Background: an optimization exercise with open tools, aiming at small area. Do not read the settings as production practice. Only simulation tests tie the RTL to the original design; equivalence was not proved. In every run shown here, the design's own scripts or RTL, not TritonCTS, make the clock network. The flow treats the clock pin as an ideal source. Dropping or thinning the clock tree relies on that and would not hold on a real chip. Power is estimated from default activity; no workload was simulated.

File: flow/abc/b.script
strash
balance
rewrite
refactor
balance
rewrite
rewrite -z
balance
refactor -z
rewrite -z
balance
dch -f
amap
File: standard.sh
#!/bin/bash
# synth_recipe.tcl (not shown) runs the flow's synth.tcl, then flattens the netlist and writes it again
# the make line also repeats each setting of config.mk as NAME=value (left out here)
make -C /OpenROAD-flow-scripts/flow DESIGN_CONFIG=/design/flow/config.mk WORK_HOME=/design/flow/orfs CLKGATE_MAP_FILE= SYNTH_SCRIPT=/design/flow/synth_recipe.tcl "${@:-finish}"
File: flow/multi_abc.tcl
# ABC with several mapping scripts; keeps the smallest result.
proc abc {args} {
  set i [lsearch $args -script]
  set libs {}
  foreach {k v} $args { if {$k eq "-liberty"} { lappend libs -liberty $v } }
  yosys design -save own_pre_abc
  set best ""
  set best_area 1e18
  foreach s [lsort [glob $::env(OWN_ABC_DIR)/*.script]] {
    yosys design -load own_pre_abc
    lset args [expr {$i + 1}] $s
    yosys abc {*}$args
    set st [yosys tee -q -s result.string stat {*}$libs]
    regexp {Chip area for module[^:]*:\s*([0-9.]+)} $st -> area
    puts "OWN_ABC $s area $area"
    if {$area < $best_area} {
      set best_area $area
      set best $s
      yosys design -save own_best_abc
    }
  }
  puts "OWN_ABC best $best area $best_area"
  yosys design -load own_best_abc
}
File: flow/abc/x17.script
&get -n
&st
&syn2
&put
dch -f
amap
mfs2
strash
dch -f
amap
File: flow/abc/x14.script
strash
ifraig
dc2
dch -f
amap -m
mfs2
strash
dch -f
amap
File: flow/abc/x19.script
&get -n
&st
&syn2
&put
dch
amap -F 2 -A 6
mfs2
strash
dch
amap
File: flow/abc/ds10_1.script
&get -n
&deepsyn -T 10 -S 1
&put
dch -f
amap
mfs2
strash
dch -f
amap
File: flow/abc/e.script
&get -n
&st
&syn2
&dch -f
&put
dch -f
amap
File: config.mk
export PLATFORM = sky130hd
export DESIGN_NAME = stopwatch
export DESIGN_NICKNAME = stopwatch
export VERILOG_FILES = /design/flow/design.v
export SDC_FILE = /design/flow/constraint.sdc
export NUM_CORES = 4
export LEC_CHECK = 0
export CAP_MARGIN = 20
export CORE_MARGIN = 2
export CORE_UTILIZATION = 70
export SLEW_MARGIN = 20
File: flow/abc/x8.script
strash
dc2
dch -f
amap
mfs2
strash
dc2
dch -f
amap
mfs2
strash
dch -f
amap
File: design.v
`timescale 1ns / 1ps
module sel_adj(
    input adj,
    input clk_1hz,
    input clk_2hz,
    output which_clk
);
    assign which_clk = adj ? clk_2hz : clk_1hz;
endmodule
`timescale 1ns / 1ps
module clock_divider(
    input clk,
    input por,
    input rst,
    output reg clk_2hz,
    output reg clk_1hz,
    output fast_step,
    output reg clk_blink
);
    localparam [8:0] MASK = 9'b010101010;
    wire clr = por | rst;
    reg [2:0] fast_x;
    wire [2:0] fast = fast_x ^ 3'b010;
    assign fast_step = fast[2] & fast[0];
    reg [7:0] x_2hz;
    reg [8:0] x_1hz, x_blink;
    wire [7:0] s_2hz = x_2hz ^ MASK[7:0];
    wire [8:0] s_1hz = x_1hz ^ MASK;
    wire [8:0] s_blink = x_blink ^ MASK;
    wire end_2hz = {s_2hz[7:4], s_2hz[2:0]} == 7'b1111000;
    wire end_1hz = s_1hz == 9'b010000111;
    wire end_blink = {s_blink[8], s_blink[6:3], s_blink[1:0]} == 7'b1111111;
    function [8:0] step;
        input [8:0] s;
        step = {s[7:0], s[8] ~^ s[3]};
    endfunction
    wire [7:0] n_2hz = (clr | end_2hz) ? 8'd0 : {s_2hz[6:0], s_2hz[7] ^ ~(s_2hz[0] & s_2hz[4])};
    wire [8:0] n_1hz = (clr | end_1hz) ? 9'd0 : step(s_1hz);
    wire [8:0] n_blink = (clr | end_blink) ? 9'd0 : step(s_blink);
    wire [2:0] n_fast = clr ? 3'b000 : {fast[1:0], ~fast[2]};
    always @(posedge clk) begin
        x_2hz <= n_2hz ^ MASK[7:0];
        x_1hz <= n_1hz ^ MASK;
        x_blink <= n_blink ^ MASK;
        fast_x <= n_fast ^ 3'b010;
        if (clr) begin
            clk_2hz <= 0;
            clk_1hz <= 0;
            clk_blink <= 0;
        end else begin
            clk_2hz <= clk_2hz ^ end_2hz;
            clk_1hz <= clk_1hz ^ end_1hz;
            clk_blink <= clk_blink ^ end_blink;
        end
    end
endmodule
`timescale 1ns / 1ps
module debouncer(
   input clk,
   input por,
   input signal_i,
   output signal_f
);
   localparam [3:0] MASK = 4'b1101;
   localparam TP = 1'b0;
   localparam CP = 1'b1;
   reg [3:0] counter_x;
   reg temp_x;
   reg cur_x;
   wire [3:0] counter = counter_x ^ MASK;
   wire temp_signal = temp_x ^ TP;
   wire cur_signal = cur_x ^ CP;
   wire diff = cur_signal ^ temp_signal;
   wire last = counter == 4'b1000;
   wire feedback = counter[3] ~^ (counter[2] & counter[1] & ~counter[0]);
   wire [3:0] counter_n = diff ? {counter[2:0], feedback} : 4'd0;
   wire cur_n = por ? 1'b0 : (diff & last) ? temp_signal : cur_signal;
   always @(posedge clk) begin
       temp_x <= (signal_i & ~por) ^ TP;
       counter_x <= counter_n ^ MASK;
       cur_x <= cur_n ^ CP;
   end
   assign signal_f = cur_signal;
endmodule
`timescale 1ns / 1ps
module counter(
	input clk,
	input por,
	input clk_1hz,
	input clk_2hz,
	input sel,
	input adj,
	input rst,
	input pause,
	output reg [2:0] minutes_tens,
	output reg [3:0] minutes_ones,
	output reg [2:0] seconds_tens,
	output reg [3:0] seconds_ones
);
	reg is_paused;
	reg pause_q;
	reg which_clk_q;
	wire which_clk;
	sel_adj adjust(.adj(adj), .clk_1hz(clk_1hz), .clk_2hz(clk_2hz), .which_clk(which_clk));
	wire step = which_clk & ~which_clk_q & ~is_paused;
	always @(posedge clk) begin
		which_clk_q <= which_clk;
		pause_q <= pause;
		if (por)
			is_paused <= 1'b0;
		else
			is_paused <= is_paused ^ (pause & ~pause_q);
	end
	wire so_end = seconds_ones[3] & seconds_ones[0];
	wire st_end = seconds_tens[2] & seconds_tens[0];
	wire mo_end = minutes_ones[3] & minutes_ones[0];
	wire e_so = step & (~adj | sel);
	wire e_st = e_so & so_end;
	wire e_mo = step & (adj ? ~sel : (so_end & st_end));
	wire e_mt = e_mo & mo_end;
	function [3:0] ones_flip;
		input [3:0] q;
		ones_flip = {q[0] & (q[3] | (q[2] & q[1])), q[0] & q[1], q[0] & ~q[3], 1'b1};
	endfunction
	function [2:0] tens_flip;
		input [2:0] q;
		tens_flip = {q[0] & (q[2] | q[1]), q[0] & ~q[2], 1'b1};
	endfunction
	wire clr = por | rst;
	always @(posedge clk) begin
		seconds_ones <= {4{~clr}} & (seconds_ones ^ ({4{e_so}} & ones_flip(seconds_ones)));
		seconds_tens <= {3{~clr}} & (seconds_tens ^ ({3{e_st}} & tens_flip(seconds_tens)));
		minutes_ones <= {4{~clr}} & (minutes_ones ^ ({4{e_mo}} & ones_flip(minutes_ones)));
		minutes_tens <= {3{~clr}} & (minutes_tens ^ ({3{e_mt}} & tens_flip(minutes_tens)));
	end
endmodule
`timescale 1ns / 1ps
module get_cathode(
   input [3:0] display_state,
   output [6:0] cathode
);
   wire [3:0] d = display_state;
   assign cathode[0] = (d == 4'd1) | (d == 4'd4) | (d == 4'd11) | (d == 4'd14) | (d == 4'd15);
   assign cathode[1] = (d == 4'd5) | (d == 4'd6) | (d == 4'd13) | (d == 4'd14) | (d == 4'd15);
   assign cathode[2] = (d == 4'd2) | (d == 4'd10) | (d == 4'd11) | (d == 4'd14) | (d == 4'd15);
   assign cathode[3] = (d == 4'd1) | (d == 4'd4) | (d == 4'd7) | (d == 4'd10) | (d == 4'd11) | (d == 4'd14) | (d == 4'd15);
   assign cathode[4] = (d == 4'd1) | (d == 4'd3) | (d == 4'd4) | (d == 4'd5) | (d == 4'd7) | (d == 4'd9) | (d == 4'd11) | (d == 4'd13) | (d == 4'd15);
   assign cathode[5] = (d == 4'd1) | (d == 4'd2) | (d == 4'd3) | (d == 4'd7) | (d == 4'd11) | (d == 4'd15);
   assign cathode[6] = (d == 4'd0) | (d == 4'd1) | (d == 4'd7) | (d == 4'd15);
endmodule
`timescale 1ns / 1ps
module create_display(
    input clk,
    input por,
    input fast_step,
    input clk_blink,
    input sel,
    input adj,
    input [2:0] minutes_tens,
    input [3:0] minutes_ones,
    input [2:0] seconds_tens,
    input [3:0] seconds_ones,
    output [6:0] cathode,
    output [3:0] anode
);
	reg [1:0] switch;
	reg started;
	reg [3:0] digit;
	reg [3:0] cur;
	always @* begin
		case (switch)
			2'b00: cur = {1'b0, minutes_tens};
			2'b01: cur = minutes_ones;
			2'b11: cur = {1'b0, seconds_tens};
			default: cur = seconds_ones;
		endcase
	end
	wire blank = adj & ~clk_blink & (switch[1] ~^ sel);
	always @(posedge clk) begin
		if (por) begin
			switch <= 2'd0;
			started <= 1'b0;
			digit <= 4'hf;
		end else if (fast_step) begin
			switch <= {switch[0], ~switch[1]};
			started <= 1'b1;
			digit <= blank ? 4'hf : cur;
		end
	end
	get_cathode decode(.display_state(digit), .cathode(cathode));
	assign anode[3] = switch != 2'b01;
	assign anode[2] = switch != 2'b11;
	assign anode[1] = switch != 2'b10;
	assign anode[0] = ~(started & (switch == 2'b00));
endmodule
`timescale 1ns / 1ps
module stopwatch(
	input clk,
	input rst,
	input SEL,
	input ADJ,
	input RESET,
	input PAUSE,
	output [6:0] cathode,
	output [3:0] anode
);
	wire clk_2hz, clk_1hz, fast_step, clk_blink;
	wire sel, adj, rst_db, pause;
	wire [2:0] minutes_tens, seconds_tens;
	wire [3:0] minutes_ones, seconds_ones;
	clock_divider clk_div (
		.clk(clk), .por(rst), .rst(RESET),
		.clk_2hz(clk_2hz), .clk_1hz(clk_1hz), .fast_step(fast_step), .clk_blink(clk_blink)
	);
	debouncer sel_debouncer (.clk(clk), .por(rst), .signal_i(SEL), .signal_f(sel));
	debouncer adj_debouncer (.clk(clk), .por(rst), .signal_i(ADJ), .signal_f(adj));
	debouncer rst_debouncer (.clk(clk), .por(rst), .signal_i(RESET), .signal_f(rst_db));
	debouncer pause_debouncer (.clk(clk), .por(rst), .signal_i(PAUSE), .signal_f(pause));
	counter decade_counter (
		.clk(clk), .por(rst), .clk_1hz(clk_1hz), .clk_2hz(clk_2hz),
		.sel(sel), .adj(adj), .rst(rst_db), .pause(pause),
		.minutes_tens(minutes_tens), .minutes_ones(minutes_ones),
		.seconds_tens(seconds_tens), .seconds_ones(seconds_ones)
	);
	create_display display (
		.clk(clk), .por(rst), .fast_step(fast_step), .clk_blink(clk_blink),
		.sel(sel), .adj(adj),
		.minutes_tens(minutes_tens), .minutes_ones(minutes_ones),
		.seconds_tens(seconds_tens), .seconds_ones(seconds_ones),
		.cathode(cathode), .anode(anode)
	);
endmodule
File: flow/abc/d.script
&get -n
&st
&dch
&nf -R 1000
&st
&syn2
&if -g -K 6
&synch2
&nf -R 1000
&st
&syn2
&if -g -K 6
&synch2
&nf -R 1000
&st
&syn2
&dch
&put
amap
File: flow/abc/x13.script
strash
ifraig
dc2
dch -f
amap
mfs2
strash
dch -f
amap
File: flow/abc/x10.script
strash
balance
rewrite
refactor
balance
rewrite
rewrite -z
balance
refactor -z
rewrite -z
balance
dch -f
amap -m
mfs2
strash
dch -f
amap
File: flow/abc/ds10_0.script
&get -n
&deepsyn -T 10 -S 0
&put
dch -f
amap
mfs2
strash
dch -f
amap
File: flow/run.sh
#!/bin/bash
set -euo pipefail
W=$(pwd)
F=$W/flow

{
  head -n 1 synth_recipe.tcl
  cat "$F/multi_abc.tcl"
  tail -n +2 synth_recipe.tcl
} > "$W/own_synth.tcl"
export OWN_ABC_DIR="$F/abc"

ARGS=(
  "SYNTH_SCRIPT=$W/own_synth.tcl"
  "ADDER_MAP_FILE="
  "BUFFER_PORTS_ARGS=-buffer_cell sky130_fd_sc_hd__buf_1"
  "PRE_CTS_TCL=$F/cts_own.tcl"
)

bash "$W/standard.sh" "${ARGS[@]}" synth > "$W/log_synth.txt" 2>&1
bash "$W/standard.sh" "${ARGS[@]}" finish > "$W/log_layout.txt" 2>&1
File: flow/cts_own.tcl
# Sourced before clock tree synthesis (PRE_CTS_TCL). Replaces ORFS's clock
# tree with one level of clock buffers: the flip-flops are split into K
# groups by position (k-means), and each group gets one buffer of type BUF at
# its centre, driven straight from the clock port. Every register sees the
# same single buffer stage.
proc clock_tree_synthesis { args } {
  set k [expr {[info exists ::env(OWN_CTS_K)] ? $::env(OWN_CTS_K) : 3}]
  set bufname [expr {[info exists ::env(OWN_CTS_BUF)] ? $::env(OWN_CTS_BUF) : "sky130_fd_sc_hd__buf_12"}]
  set block [ord::get_db_block]
  set master [[ord::get_db] findMaster $bufname]
  set clk [$block findNet clk]
  set sinks {}
  foreach it [$clk getITerms] {
    set bb [[$it getInst] getBBox]
    lappend sinks [list $it [expr {([$bb xMin] + [$bb xMax]) / 2}] [expr {([$bb yMin] + [$bb yMax]) / 2}]]
  }
  set n [llength $sinks]
  set sorted [lsort -real -index 1 $sinks]
  set centers {}
  for {set c 0} {$c < $k} {incr c} {
    set s [lindex $sorted [expr {int(($c + 0.5) * $n / $k)}]]
    lappend centers [list [lindex $s 1] [lindex $s 2]]
  }
  for {set iter 0} {$iter < 30} {incr iter} {
    set assign {}
    foreach s $sinks {
      set best 0
      set bd 1e18
      for {set c 0} {$c < $k} {incr c} {
        set d [expr {abs([lindex $s 1] - [lindex $centers $c 0]) + abs([lindex $s 2] - [lindex $centers $c 1])}]
        if {$d < $bd} {
          set bd $d
          set best $c
        }
      }
      lappend assign $best
    }
    set new {}
    for {set c 0} {$c < $k} {incr c} {
      set sx 0
      set sy 0
      set m 0
      foreach s $sinks a $assign {
        if {$a == $c} {
          set sx [expr {$sx + [lindex $s 1]}]
          set sy [expr {$sy + [lindex $s 2]}]
          incr m
        }
      }
      if {$m == 0} {
        lappend new [lindex $centers $c]
      } else {
        lappend new [list [expr {$sx / $m}] [expr {$sy / $m}]]
      }
    }
    set centers $new
  }
  for {set c 0} {$c < $k} {incr c} {
    set net [odb::dbNet_create $block clknet_own_$c]
    $net setSigType CLOCK
    set inst [odb::dbInst_create $block $master clkbuf_own_$c]
    [$inst findITerm A] connect $clk
    [$inst findITerm X] connect $net
    set m 0
    foreach s $sinks a $assign {
      if {$a == $c} {
        set it [lindex $s 0]
        $it disconnect
        $it connect $net
        incr m
      }
    }
    $inst setLocation [expr {int([lindex $centers $c 0])}] [expr {int([lindex $centers $c 1])}]
    $inst setPlacementStatus PLACED
    puts "own clock buffer $c ($bufname): $m sinks"
  }
  set_propagated_clock [all_clocks]
}
File: constraint.sdc
create_clock -name core_clock -period 10.0 [get_ports {clk}]
set_input_delay 2.0000 -clock core_clock [delete_from_list [all_inputs] [get_ports {clk}]]
set_output_delay 2.0000 -clock core_clock [all_outputs]
set_load 0.01 [all_outputs]
File: flow/abc/a.script
strash
dch -f
amap
mfs2
strash
dch -f
amap
==> flow_summary.ini, run 1 <==
[global_routing]
antenna_found_initial = 0
grt_usage_pct = 21.2
grt_pass1_wl_mm = 7.62
overflow = 0
grt_max_degree = 33
grt_pass1_vias = 1843

[clocking]
clock_latency_ps = 140
cts_resized = 0
postCtsSetupBuffers = 0
cts_hold_buf = 0
path_clk_slew_ps = 90

[power_and_ir_drop]
total_power_uw = 459
power_density_nw_per_um2 = 159
power_frac_comb_pct = 2.3
p_seq_share_pct = 70.9
leakage_nw = 1.01
swShare_pct = 18.3
clock_power_share_pct = 26.8
intPower_uw = 375
p_switching_uw = 84.0
ir_drop_uv = 145

[placement]
hpwl_mm = 3.21
place_area_um2 = 2820
place.gp.congestion = 0.845
pre_cts_ws_ps = 6090
portBuffers = 16

[critical_path]
ff2ff_path_depth = 12
critPathCaptureType = flip-flop
path_cells = buf_1, nor2_1, clkinv_1, nor2_1, clkinv_1, a211oi_1
cp_data_arrival_time_ps = 3800
critPathLaunch = rst
path_max_fanout = 12
path_depth = 6
rrSetupSlack_ps = 7670
cp_slowest_cell = nor2_1
cp-start-kind = primary input
max_stage_delay_ps = 490
crit_path_end = clk_div.x_blink[0]
worstSetupPathType = primary input to flip-flop
crit_buf_inv = 3
critPathTopFamily = simple AND/OR/NAND/NOR gates
crit_required_ps = 10050
worstReg2RegStart = adj_debouncer.cur_x
timing.rr.end = decade_counter.minutes_tens[2]

[finish]
finalCoreUtilization_pct = 78.1
final_cell_mix = dfxtp_1 (80), nor2_1 (56), nand2_1 (35), clkinv_1 (32), buf_1 (16)
nets = 333
final_common_cell = dfxtp_1
fin_area_um2 = 2880
n_antenna_cell = 0
syn_to_final_growth_pct = 6.68
drive_above_1_share_pct = 0.923

[synth]
ys_ff_latch = 80
synth_nets = 312
ys_types = 26
syn_area_per_cell_um2 = 8.82
yosys_warnings = 4
ys_seq_area_share_pct = 59.3
syn-cell-area_um2 = 2700
synthCells = 306

[route]
drtPass1Iterations = 6
drt_iter0_drc = 109
vias = 2005
routedWlPerCell_um = 11.7
avgViaCountPerCell = 5.38
drc = 0
wl_mm = 4.36
drtAntennaViolNets = 0

[floorplan]
fp.dieH_um = 66.1
coreArea_um2 = 3690
die_w_um = 66.1
placementRows = 22
ios = 17
die_area_um2 = 4370
initial_core_util_pct = 73.2

[timing]
max_slew_margin_pct = 65.4
rsz0062_at_grt = no
final_hold_viol_count = 0
finalCritPeriodShare_pct = 37.5
slew_violations = 0
setup_viol = 0
fin_ws_ps = 6250
clock_skew_ps = 15.1
tns_ps = 0
tightest_slew_ps = 520
final.min_clock_period_ps = 3750
fmax_mhz = 267

[run_status]
status = finished clean

[job]
maxCapViolCount = 0

[hold_path]
hp-class = flip-flop to flip-flop
==> power by group through the flow <==
stage / combinational (mW) / sequential [mW] / clock (mW)
after floorplan: 0.00731 / 0.332 / 0
after global placement: 0.0101 / 0.333 / 0
after detailed placement: 0.0105 / 0.333 / 0
after CTS: 0.0105 / 0.326 / 0.126
after global routing: 0.0121 / 0.326 / 0.137
final: 0.0104 / 0.326 / 0.123
==> layout make-up <==
class                   count  area (um^2)
flip-flops and latches     80         1600
multi-input cells         194          977
fillers                   270          810
inverters                  32          120
repair buffers             16         60.1
plain buffers               3         60.1
well taps                  48         60.1
==> state kept, by name, summed over array words and instances (netlist names), 2 cells and up <==
name                         count
clk_div.fast_x                   3
rst_debouncer.counter_x          4
pause_debouncer.counter_x        4
clk_div.x_1hz                    9
decade_counter.minutes_tens      3
decade_counter.seconds_ones      4
display.switch                   2
clk_div.x_2hz                    8
decade_counter.seconds_tens      3
adj_debouncer.counter_x          4
decade_counter.minutes_ones      4
sel_debouncer.counter_x          4
clk_div.x_blink                  9
display.digit                    4
==> worst min-delay path by stage <==
stage,startpoint,to,slack [ps],cells after the start
floorplan,clk_div.x_blink[2],clk_div.x_blink[3],340,1
global placement,clk_div.x_blink[2],clk_div.x_blink[3],360,1
detailed placement,clk_div.x_blink[2],clk_div.x_blink[3],360,1
CTS,clk_div.x_blink[2],clk_div.x_blink[3],390,1
global route,clk_div.x_blink[2],clk_div.x_blink[3],390,1
finish,clk_div.x_blink[2],clk_div.x_blink[3],380,1
==> layer usage <==
layer / track usage, % / part of all wire, % / vias up
met4: 3.06 / 0.96 / 0
met5: 0 / 0 / -
met3: 1.19 / 3.0 / 4
met1: 29.9 / 51 / 892
li1: - / - / 1078
met2: 37.0 / 45 / 31
==> cells in the mapped netlist <==
| master | count | area (um^2) |
|---|---|---|
| or2_0 | 5 | 31.3 |
| a221oi_1 | 2 | 17.5 |
| nand4_1 | 2 | 12.5 |
| nand2_1 | 35 | 131 |
| o21a_1 | 1 | 7.51 |
| a21oi_1 | 13 | 65.1 |
| o22a_1 | 4 | 35.0 |
| a31oi_1 | 1 | 6.26 |
| nor3_1 | 13 | 65.1 |
| o31ai_1 | 1 | 7.51 |
| nor4b_1 | 2 | 17.5 |
| clkinv_1 | 32 | 120 |
| nor2b_1 | 7 | 43.8 |
| o211ai_1 | 3 | 22.5 |
| o21ai_0 | 9 | 45.0 |
| a211oi_1 | 9 | 67.6 |
| nor3b_1 | 2 | 15.0 |
| dfxtp_1 | 80 | 1600 |
| nand3_1 | 9 | 45.0 |
| nand2b_1 | 1 | 6.26 |
| and3_1 | 4 | 25.0 |
| or4b_1 | 1 | 10.0 |
| nor2_1 | 56 | 210 |
| and2_0 | 2 | 12.5 |
| o22ai_1 | 11 | 68.8 |
| a31o_1 | 1 | 8.76 |
==> cell families (layout without fill, tap and decap cells) <==
logic type	Yosys count	count (layout)	synth area share, %
flops	80	80	59.3
simple gates	139	139	23.2
compound gates	55	55	13.0
buf+inv	32	51	4.45
==> stage by stage <==
step	instances	hold WS, ps
5_1_grt	373	395
3_5_place_dp	370	357
4_1_cts	373	386
6_report	373	382
3_3_place_gp	370	365
2_1_floorplan	306	343
==> run 2: changes to the inputs <==
==> flow/abc/ds10_2.script (new file) <==
&get -n
&deepsyn -T 10 -S 2
&put
dch -f
amap
mfs2
strash
dch -f
amap
==> flow/abc/ds10_3.script (new file) <==
&get -n
&deepsyn -T 10 -S 3
&put
dch -f
amap
mfs2
strash
dch -f
amap
==> flow/abc/ds10_4.script (new file) <==
&get -n
&deepsyn -T 10 -S 4
&put
dch -f
amap
mfs2
strash
dch -f
amap
==> flow/abc/ds10_5.script (new file) <==
&get -n
&deepsyn -T 10 -S 5
&put
dch -f
amap
mfs2
strash
dch -f
amap
==> flow/abc/ds10_6.script (new file) <==
&get -n
&deepsyn -T 10 -S 6
&put
dch -f
amap
mfs2
strash
dch -f
amap
==> flow/abc/ds10_7.script (new file) <==
&get -n
&deepsyn -T 10 -S 7
&put
dch -f
amap
mfs2
strash
dch -f
amap
==> run 2 against run 1 <==
- cell count down 1.1%
- sequential share of layout area grew 0.22 points
- sequential cell count is the same
- global-route usage increased by 1.4 points
- first-iteration DRC count is 2.8% lower
- synthesized area shrank 0.42%
- routed wire length is 7.2% higher
- utilization shrank 0.31 points
- clock skew shrank 3.3 ps
- critical path depth unchanged
- via count is 1.8% higher
==> flow_summary.ini, run 2 <==
[run_status]
status = finished clean

[synth]
syn_area_per_cell_um2 = 8.90
yosysTopAreaCell = dfxtp_1
synthTopCellsByCount = dfxtp_1 (80), nor2_1 (53), nand2_1 (35)
synth_edf_count = 0
synth_nets = 308
ys_ff_latch = 80
ys_seq_area_share_pct = 59.6
yosys_warnings = 4
synthCells = 302
netlist_top_cells_area = dfxtp_1 (60%), nor2_1 (7.4%), nand2_1 (4.9%)
synth.top_cell.area_share_pct = 59.6
ys.flop_type = dfxtp_1
synthArstFlopShare_pct = 0
ys_types = 26
syn-cell-area_um2 = 2690
yosysMostFrequentCell = dfxtp_1

[critical_path]
critPathCaptureType = flip-flop
worstSetupPathType = primary input to flip-flop
crit_required_ps = 10060
path_max_fanout = 12
cp_data_arrival_time_ps = 3790
cp-start-kind = primary input

[route]
drtAntennaViolNets = 0
drtPass1Iterations = 4
routedWlPerCell_um = 12.7
vias = 2041
drc = 0
wl_mm = 4.67
avgViaCountPerCell = 5.53
drt_iter0_drc = 106

[power_and_ir_drop]
power_density_nw_per_um2 = 160
ir_drop_uv = 168
power_frac_comb_pct = 2.3
total_power_uw = 460
clock_power_share_pct = 26.9
p_seq_share_pct = 70.8
swShare_pct = 18.5
p_switching_uw = 84.8
leakage_nw = 1.01
intPower_uw = 375

[timing]
final_hold_viol_count = 0
hold_slack_ps = 376
tns_ps = 0
max_slew_margin_pct = 64.7
finalCritPeriodShare_pct = 37.3
rsz0062_at_grt = no
clock_skew_ps = 11.8
slew_violations = 0
fmax_mhz = 268
setup_viol = 0
tightest_slew_ps = 521
final.min_clock_period_ps = 3730

[global_routing]
overflow = 0
antenna_found_initial = 0
grt_pass1_vias = 1889
grt_pass1_wl_mm = 8.01
grt_max_degree = 29
grt_usage_pct = 22.6

[floorplan]
die_area_um2 = 4350
fp.dieH_um = 66.0
initial_core_util_pct = 72.9
coreArea_um2 = 3690
die_w_um = 66.0
placementRows = 22
ios = 17

[clocking]
postCtsSetupBuffers = 0
cts_resized = 0
clock_latency_ps = 130
cts_hold_buf = 0
path_clk_slew_ps = 100

[finish]
nets = 329
syn_to_final_growth_pct = 6.70
reg.largest.list = clk_div.x_1hz (9), clk_div.x_blink (9), clk_div.x_2hz (8)
drive_above_1_share_pct = 0.935
final_common_cell = dfxtp_1
final_cell_mix = dfxtp_1 (80), nor2_1 (53), nand2_1 (35), clkinv_1 (31)
n_antenna_cell = 0

[job]
maxCapViolCount = 0

[hold_path]
hp-class = flip-flop to flip-flop

[placement]
portBuffers = 16
hpwl_mm = 3.45
place.gp.congestion = 0.762
[run 2: changes by cell type in the layout (fill, tap and decap cells not counted), sizes merged]
cell | previous run | this run
clkinv | 32 | 31
nor2 | 56 | 53
nor3 | 13 | 10
o21bai | 0 | 1
or2 | 5 | 4
a21oi | 13 | 16
o21a | 1 | 4
o31ai | 1 | 0
nor2b | 7 | 5
[run 2: final cells by class]
class                           instances  area [um^2]
Buffer                                  3         60.1
Fill cell                             265          821
Inverter                               31          116
Multi-Input combinational cell        191          970
Sequential cell                        80         1600
Tap cell                               48         60.1
Timing Repair Buffer                   16         60.1
[run 2: worst max-delay path, stage by stage]
cell      delay (ps)
buf_1            240
nor2_1           470
clkinv_1         330
nor2_1           340
clkinv_1         220
a211oi_1         190
[run 2: worst paths after layout]
kind                       start                              to  slack (ps)  depth (start not counted)
min            clk_div.fast_x[1]               clk_div.fast_x[2]         380                          1
max reg2reg  adj_debouncer.cur_x  decade_counter.minutes_tens[1]        7780                         10
min reg2reg    clk_div.fast_x[1]               clk_div.fast_x[2]         380                          1
max                          rst              clk_div.x_blink[0]        6270                          6
[run 2: kinds of logic after synthesis]
kind of cell | after synthesis | synth area share (%)
buf+inv | 31 | 4.33
compound gates | 61 | 14.5
simple gates | 130 | 21.6
flops | 80 | 59.6
[run 2: per-stage QoR]
step | setup WS (ps) | cell area [um^2] | instances | utilization [%]
6_report | 6270 | 2870 | 369 | 77.7
5_1_grt | 6070 | 2870 | 369 | 77.7
4_1_cts | 6230 | 2870 | 369 | 77.7
3_5_place_dp | 6090 | 2810 | 366 | 76.1
3_3_place_gp | 6210 | 2810 | 366 | 76.1
2_1_floorplan | 6750 | 2690 | 302 | -
[run 2: power by group through the flow]
stage / clock (mW) / sequential, mW / combinational (mW)
2_1_floorplan: 0 / 0.332 / 0.00730
3_3_place_gp: 0 / 0.333 / 0.0101
3_5_place_dp: 0 / 0.333 / 0.0107
4_1_cts: 0.125 / 0.325 / 0.0108
5_1_grt: 0.136 / 0.326 / 0.0123
6_report: 0.124 / 0.325 / 0.0106
[run 2: metal layers]
layer / vias up / track usage, % / wire [um]
met5: - / 0 / 0
met4: 0 / 3.32 / 40
met3: 5 / 1.70 / 118
met2: 30 / 41.5 / 2250
met1: 937 / 29.8 / 2260
li1: 1069 / - / -
==> run 3: changes to the inputs <==
--- a/design.v
+++ b/design.v
@@ -72,3 +72,3 @@
    wire cur_signal = cur_x ^ CP;
-   wire diff = cur_signal ^ temp_signal;
+   wire diff = (cur_signal ^ temp_signal) & ~por;
    wire last = counter == 4'b1000;
@@ -106,8 +106,11 @@
 	always @(posedge clk) begin
-		which_clk_q <= which_clk;
-		pause_q <= pause;
-		if (por)
+		if (por) begin
+			which_clk_q <= 1'b0;
+			pause_q <= 1'b0;
 			is_paused <= 1'b0;
-		else
+		end else begin
+			which_clk_q <= which_clk;
+			pause_q <= pause;
 			is_paused <= is_paused ^ (pause & ~pause_q);
+		end
 	end
==> run 3 against run 2 <==
- sequential cell count is the same
- die area grew 0.36%
- design area grew 0.35%
- maximum frequency shrank 4.3%
- still clean on timing, DRC and antenna
- sequential share of layout area shrank 0.19 points
- routed wire length shrank 2.4%
- highest routed layer unchanged
- critical endpoint unchanged
- cell count shrank 0.81%
==> flow_summary.ini, run 3 <==
[synth]
synthArstFlopShare_pct = 0
synth_edf_count = 0
ys_types = 28
synth_nets = 305
netlist_top_cells_area = dfxtp_1 (59%), nor2_1 (7.8%), nand2_1 (4.5%)
ys_ff_latch = 80
synthTopCellsByCount = dfxtp_1 (80), nor2_1 (56), nand2_1 (32)
syn-cell-area_um2 = 2700
yosys_warnings = 4
yosysTopAreaCell = dfxtp_1
syn_area_per_cell_um2 = 9.02
ys.flop_type = dfxtp_1
synth.top_cell.area_share_pct = 59.4
ys_seq_area_share_pct = 59.4
synthCells = 299
yosysMostFrequentCell = dfxtp_1

[critical_path]
critPathCaptureType = flip-flop
cp_data_arrival_time_ps = 3940
cp_slowest_cell = nor2_1
worstSetupPathType = primary input to flip-flop
path_cells = buf_1, nor2_1, clkinv_1, nor2_1, clkinv_1, a211oi_1
crit_required_ps = 10040
path_max_fanout = 15
cp-start-kind = primary input
max_stage_delay_ps = 510

[route]
drtAntennaViolNets = 0
drtPass1Iterations = 4
wl_mm = 4.56
met3_length_um = 131
highest_layer = met4
wirelength_met1_mm = 2.15
wl_met2_mm = 2.22
drt_iter0_drc = 116
vias = 2007
drc = 0
routedWlPerCell_um = 12.5
avgViaCountPerCell = 5.48

[finish]
finalCoreUtilization_pct = 78.0
n_antenna_cell = 0
syn_to_final_growth_pct = 6.68
num-fill-cells = 258
drive_above_1_share_pct = 0.943
final_common_cell = dfxtp_1
finalNonFillerCells = 366
reg.largest.list = clk_div.x_1hz (9), clk_div.x_blink (9), clk_div.x_2hz (8)
final_cell_mix = dfxtp_1 (80), nor2_1 (56), nand2_1 (32), clkinv_1 (24), buf_1 (16)
nets = 326

[power_and_ir_drop]
ir_drop_uv = 147
intPower_uw = 374
leakage_nw = 0.976
clock_power_share_pct = 26.8
p_switching_uw = 82.5
p_seq_share_pct = 71.0
power_frac_comb_pct = 2.2
power_density_nw_per_um2 = 159
swShare_pct = 18.1

[placement]
pre_cts_ws_ps = 5990
portBuffers = 16
place.gp.congestion = 0.772
dp_cells = 363
hpwl_mm = 3.48

[timing]
final.min_clock_period_ps = 3900
tns_ps = 0
clock_skew_ps = 30.2
setup_viol = 0
final_hold_viol_count = 0
tightest_slew_ps = 608
fin_ws_ps = 6100
rsz0062_at_grt = no
fmax_mhz = 257
finalCritPeriodShare_pct = 39.0
slew_violations = 0
max_slew_margin_pct = 59.5

[clocking]
clock_latency_ps = 150
cts_hold_buf = 0
cts_resized = 0
path_clk_slew_ps = 90
postCtsSetupBuffers = 0

[global_routing]
antenna_found_initial = 0
grt_pass1_wl_mm = 7.97
grt_usage_pct = 22.4
grt_max_degree = 34
overflow = 0
grt_pass1_vias = 1926

[floorplan]
ios = 17
placementRows = 22
die_area_um2 = 4370
die_w_um = 66.1
coreArea_um2 = 3690
initial_core_util_pct = 73.1
fp.dieH_um = 66.1

[job]
maxCapViolCount = 0

[run_status]
status = finished clean

[hold_path]
hp-class = flip-flop to flip-flop
## run 3: kinds of logic (layout without fill, tap and decap cells)
group	Yosys count	in the layout	share of synthesized area (%)
and+or+nand+nor	128	128	21.1
DFF	80	80	59.4
AOI/OAI and AO/OA	67	67	16.2
buffers and inverters	24	43	3.34
## run 3: area by class of cell
cell class	count	area [um^2]	share of cell area, %
plain buffers	3	60.1	2.09
inverters	24	90.1	3.13
flip-flops and latches	80	1600	55.7
multi-input cells	195	1010	35.0
well taps	48	60.1	2.09
repair buffers	16	60.1	2.09
## run 3: final timing paths
check                      start                              to  slack, ps  cells past startpoint
min           clk_div.x_blink[2]              clk_div.x_blink[3]        380                      1
min reg2reg   clk_div.x_blink[2]              clk_div.x_blink[3]        380                      1
max                          rst              clk_div.x_blink[0]       6100                      6
max reg2reg  adj_debouncer.cur_x  decade_counter.seconds_tens[2]       7660                     11
## run 3: critical path: cells and delay by family
kind            cells  cell delay, ps
buf+inv             3             830
compound gates      1             220
simple gates        2             880
## run 3: routing by layer
layer	up-vias	track usage (%)
met1	906	30.0
met4	0	3.06
li1	1066	-
met5	-	0
met3	6	1.87
met2	29	40.4
## run 3: power by group through the flow
stage,Sequential (mW),Combinational [mW],Clock (mW)
6_report,0.324,0.00998,0.122
5_1_grt,0.324,0.0115,0.134
4_1_cts,0.324,0.0101,0.124
3_5_place_dp,0.331,0.0101,0
3_3_place_gp,0.331,0.00978,0
2_1_floorplan,0.331,0.00665,0
## run 3: stage by stage
stage | hold slack, ps | power, mW | cell area [um^2]
after global placement | 358 | 0.341 | 2820
after CTS | 386 | 0.458 | 2880
after floorplan | 343 | 0.337 | 2700
final | 381 | 0.456 | 2880
after detailed placement | 363 | 0.341 | 2820
after global routing | 404 | 0.470 | 2880
==> run 4: changes to the inputs <==
--- a/design.v
+++ b/design.v
@@ -29,4 +29,5 @@
     wire [8:0] s_blink = x_blink ^ MASK;
+    localparam [8:0] ONE_HZ_START = 9'b011101110;
     wire end_2hz = {s_2hz[7:4], s_2hz[2:0]} == 7'b1111000;
-    wire end_1hz = s_1hz == 9'b010000111;
+    wire end_1hz = {s_1hz[8:7], s_1hz[5:3], s_1hz[1:0]} == 7'b1111111;
     wire end_blink = {s_blink[8], s_blink[6:3], s_blink[1:0]} == 7'b1111111;
@@ -37,3 +38,3 @@
     wire [7:0] n_2hz = (clr | end_2hz) ? 8'd0 : {s_2hz[6:0], s_2hz[7] ^ ~(s_2hz[0] & s_2hz[4])};
-    wire [8:0] n_1hz = (clr | end_1hz) ? 9'd0 : step(s_1hz);
+    wire [8:0] n_1hz = (clr | end_1hz) ? ONE_HZ_START : step(s_1hz);
     wire [8:0] n_blink = (clr | end_blink) ? 9'd0 : step(s_blink);
@@ -72,3 +73,3 @@
    wire cur_signal = cur_x ^ CP;
-   wire diff = (cur_signal ^ temp_signal) & ~por;
+   wire diff = cur_signal ^ temp_signal;
    wire last = counter == 4'b1000;
@@ -106,11 +107,8 @@
 	always @(posedge clk) begin
-		if (por) begin
-			which_clk_q <= 1'b0;
-			pause_q <= 1'b0;
+		which_clk_q <= which_clk;
+		pause_q <= pause;
+		if (por)
 			is_paused <= 1'b0;
-		end else begin
-			which_clk_q <= which_clk;
-			pause_q <= pause;
+		else
 			is_paused <= is_paused ^ (pause & ~pause_q);
-		end
 	end
==> run 4 against run 3 <==
- synthesized area fell by 0.56%
- critical path type unchanged
- largest cell class unchanged
- sequential cell count did not move
- power rose by 0.78%
- worst setup slack improved by 260 ps
- die area fell by 0.53%
- design area fell by 0.52%
- routed wire length fell by 3.6%
- global-route usage fell by 1.0 points
- utilization rose by 0.18 points
==> flow_summary.ini, run 4 <==
[finish]
nets = 328
drive_above_1_share_pct = 0.938
fin_area_um2 = 2860
finalNonFillerCells = 368
syn_to_final_growth_pct = 6.72
final_common_cell = dfxtp_1
reg.largest.list = clk_div.x_1hz (9), clk_div.x_blink (9), clk_div.x_2hz (8)
final_cell_mix = dfxtp_1 (80), nor2_1 (55), nand2_1 (34), clkinv_1 (32), a21oi_1 (18)
n_antenna_cell = 0
num-fill-cells = 247

[job]
maxCapViolCount = 0

[synth]
yosysTopAreaCell = dfxtp_1
netlist_top_cells_area = dfxtp_1 (60%), nor2_1 (7.7%), nand2_1 (4.8%)
syn_area_per_cell_um2 = 8.91
yosys_warnings = 4
ys_types = 27
ys_ff_latch = 80
ys_seq_area_share_pct = 59.7
yosysMostFrequentCell = dfxtp_1
synthTopCellsByCount = dfxtp_1 (80), nor2_1 (55), nand2_1 (34)
synthCells = 301
synthArstFlopShare_pct = 0
synth.top_cell.area_share_pct = 59.7
synth_edf_count = 0
ys.flop_type = dfxtp_1
syn-cell-area_um2 = 2680
synth_nets = 307

[route]
drt_iter0_drc = 79
drc = 0
vias = 2044
drtPass1Iterations = 4
wl_mm = 4.39
drtAntennaViolNets = 0
routedWlPerCell_um = 11.9
avgViaCountPerCell = 5.55

[hold_path]
min-delay-start = clk_div.x_blink[2]
hp-class = flip-flop to flip-flop

[floorplan]
die_area_um2 = 4340
ios = 17
initial_core_util_pct = 73.3
coreArea_um2 = 3660
placementRows = 22
fp.dieH_um = 65.9
die_w_um = 65.9

[clocking]
path_clk_slew_ps = 110
cts_hold_buf = 0
cts_resized = 0
clock_latency_ps = 150
postCtsSetupBuffers = 0

[critical_path]
critPathTopFamily = buffers and inverters
cp_data_arrival_time_ps = 3710
path_cells = buf_1, nor2_1, clkinv_1, nor2_1, clkinv_1, a211oi_1
cp-start-kind = primary input
critPathLaunch = rst
cp_slowest_cell = nor2_1
worstReg2RegStart = adj_debouncer.cur_x
max_stage_delay_ps = 440
crit_required_ps = 10060
crit_buf_inv = 3
critPathCaptureType = flip-flop
path_max_fanout = 12
worstSetupPathType = primary input to flip-flop

[timing]
tns_ps = 0
rsz0062_at_grt = no
fmax_mhz = 275
hold_slack_ps = 381
final_hold_viol_count = 0
clock_skew_ps = 26.5
tightest_slew_ps = 553
setup_viol = 0
slew_violations = 0
final.min_clock_period_ps = 3640
max_slew_margin_pct = 62.8
finalCritPeriodShare_pct = 36.4

[global_routing]
grt_pass1_vias = 1916
grt_pass1_wl_mm = 7.61
antenna_found_initial = 0
grt_usage_pct = 21.4
grt_max_degree = 34
overflow = 0

[power_and_ir_drop]
power_density_nw_per_um2 = 161
leakage_nw = 1.01
ir_drop_uv = 147
p_switching_uw = 83.8
swShare_pct = 18.2
intPower_uw = 376
clock_power_share_pct = 26.5
p_seq_share_pct = 71.1
power_frac_comb_pct = 2.4

[placement]
dp_cells = 365
place.gp.congestion = 0.766
place_area_um2 = 2800
hpwl_mm = 3.20
portBuffers = 16

[run_status]
status = finished clean
## run 4: cell types whose count changed in the layout (fill, tap and decap cells not counted), moves of 3 or more
cell / change
a21oi_1: +3
clkinv_1: +8
nand2b_1: -3
o21ai_0: -4
## run 4: layer usage
metal	up-vias	share of wire (%)	track usage, %
met1	952	46	25.9
li1	1054	-	-
met2	34	50	40.8
met3	4	3.6	2.04
met5	-	0	0
met4	0	0.82	4.17
## run 4: metrics by stage
stage          setup slack (ps)  total power, mW  util [%]
6_report                   6360            0.460      78.2
5_1_grt                    6120            0.474      78.2
4_1_cts                    6310            0.461      78.2
3_5_place_dp               6240            0.345      76.6
3_3_place_gp               6240            0.345      76.6
2_1_floorplan              6770            0.341         -
## run 4: kinds of logic after synthesis
logic type / after synthesis / share of synthesized area, %
simple gates: 125 / 20.6
flops: 80 / 59.7
compound gates: 64 / 15.3
buf+inv: 32 / 4.48
## run 4: path summary, 6_finish.rpt
kind	cells after the start	slack (ps)	endpoint
worst max-delay path	6	6360	clk_div.x_1hz[0]
worst min-delay path	1	380	clk_div.x_blink[3]
worst max register to register	12	7800	decade_counter.minutes_tens[2]
worst min register to register	1	380	clk_div.x_blink[3]
## run 4: power by group through the flow
stage          Clock, mW  Combinational (mW)  Sequential [mW]
5_1_grt            0.133              0.0127            0.328
4_1_cts            0.123              0.0111            0.327
3_5_place_dp           0              0.0110            0.334
2_1_floorplan          0             0.00778            0.333
6_report           0.122              0.0109            0.327
3_3_place_gp           0              0.0105            0.334
## run 4: worst register-to-register path, cell delays in order (launching register included)
cell      delay, ps
dfxtp_1         450
clkinv_1        150
o22ai_1         180
nor3_1           90
o21ai_0         140
o21a_1          210
nand2_1         100
nor2_1          180
nand2_1         100
or2_0           230
nor2_1          140
a21oi_1          60
nor2_1           80
## run 4: cell type report
cell class	instances	area, um^2	share of cell area (%)
Inverter	32	120	4.20
Timing Repair Buffer	16	60.1	2.10
Tap cell	48	60.1	2.10
Multi-Input combinational cell	189	961	33.6
Sequential cell	80	1600	55.9
Buffer	3	60.1	2.10

## port drivers added, routing unchanged
How much do the figures lean on ideal ports? The routed layouts below were timed once more, with nothing changed but the port constraints.
Step 1 (the two cells are an assumption about what drives the block):
set clk [get_ports {clk}]
set_driving_cell -lib_cell sky130_fd_sc_hd__clkbuf_16 $clk
set_driving_cell -lib_cell sky130_fd_sc_hd__buf_2 [delete_from_list [all_inputs] $clk]
Step 2 moves the port delays by t, midway between the first and last clock arrival at a register: inputs arrive t later, outputs are due t later. That takes back most of the time a late clock gives input paths.
Three values: no drivers, after step 1, after step 2; two values: the first two.
| run | t, ns | setup slack, ns | hold WS [ns] | worst register clock-pin slew, ns | worst slew at a driven data input, ns |
|---|---|---|---|---|---|
| run 1 | 0.191 | 6.254 / 6.293 / 6.102 | 0.382 / 0.382 / 0.382 | 0.11 / 0.11 | 0.03 |
| run 2 | 0.192 | 6.270 / 6.312 / 6.120 | 0.376 / 0.376 / 0.376 | 0.10 / 0.10 | 0.03 |
| run 3 | 0.194 | 6.102 / 6.142 / 5.948 | 0.381 / 0.381 / 0.381 | 0.12 / 0.12 | 0.03 |
| run 4 | 0.196 | 6.358 / 6.401 / 6.206 | 0.381 / 0.381 / 0.381 | 0.11 / 0.11 | 0.03 |
After both steps setup and hold are still met in every run listed. The setup slack of run 3, which loses most, moves by +0.040 ns with the drivers and by -0.154 ns with both steps.
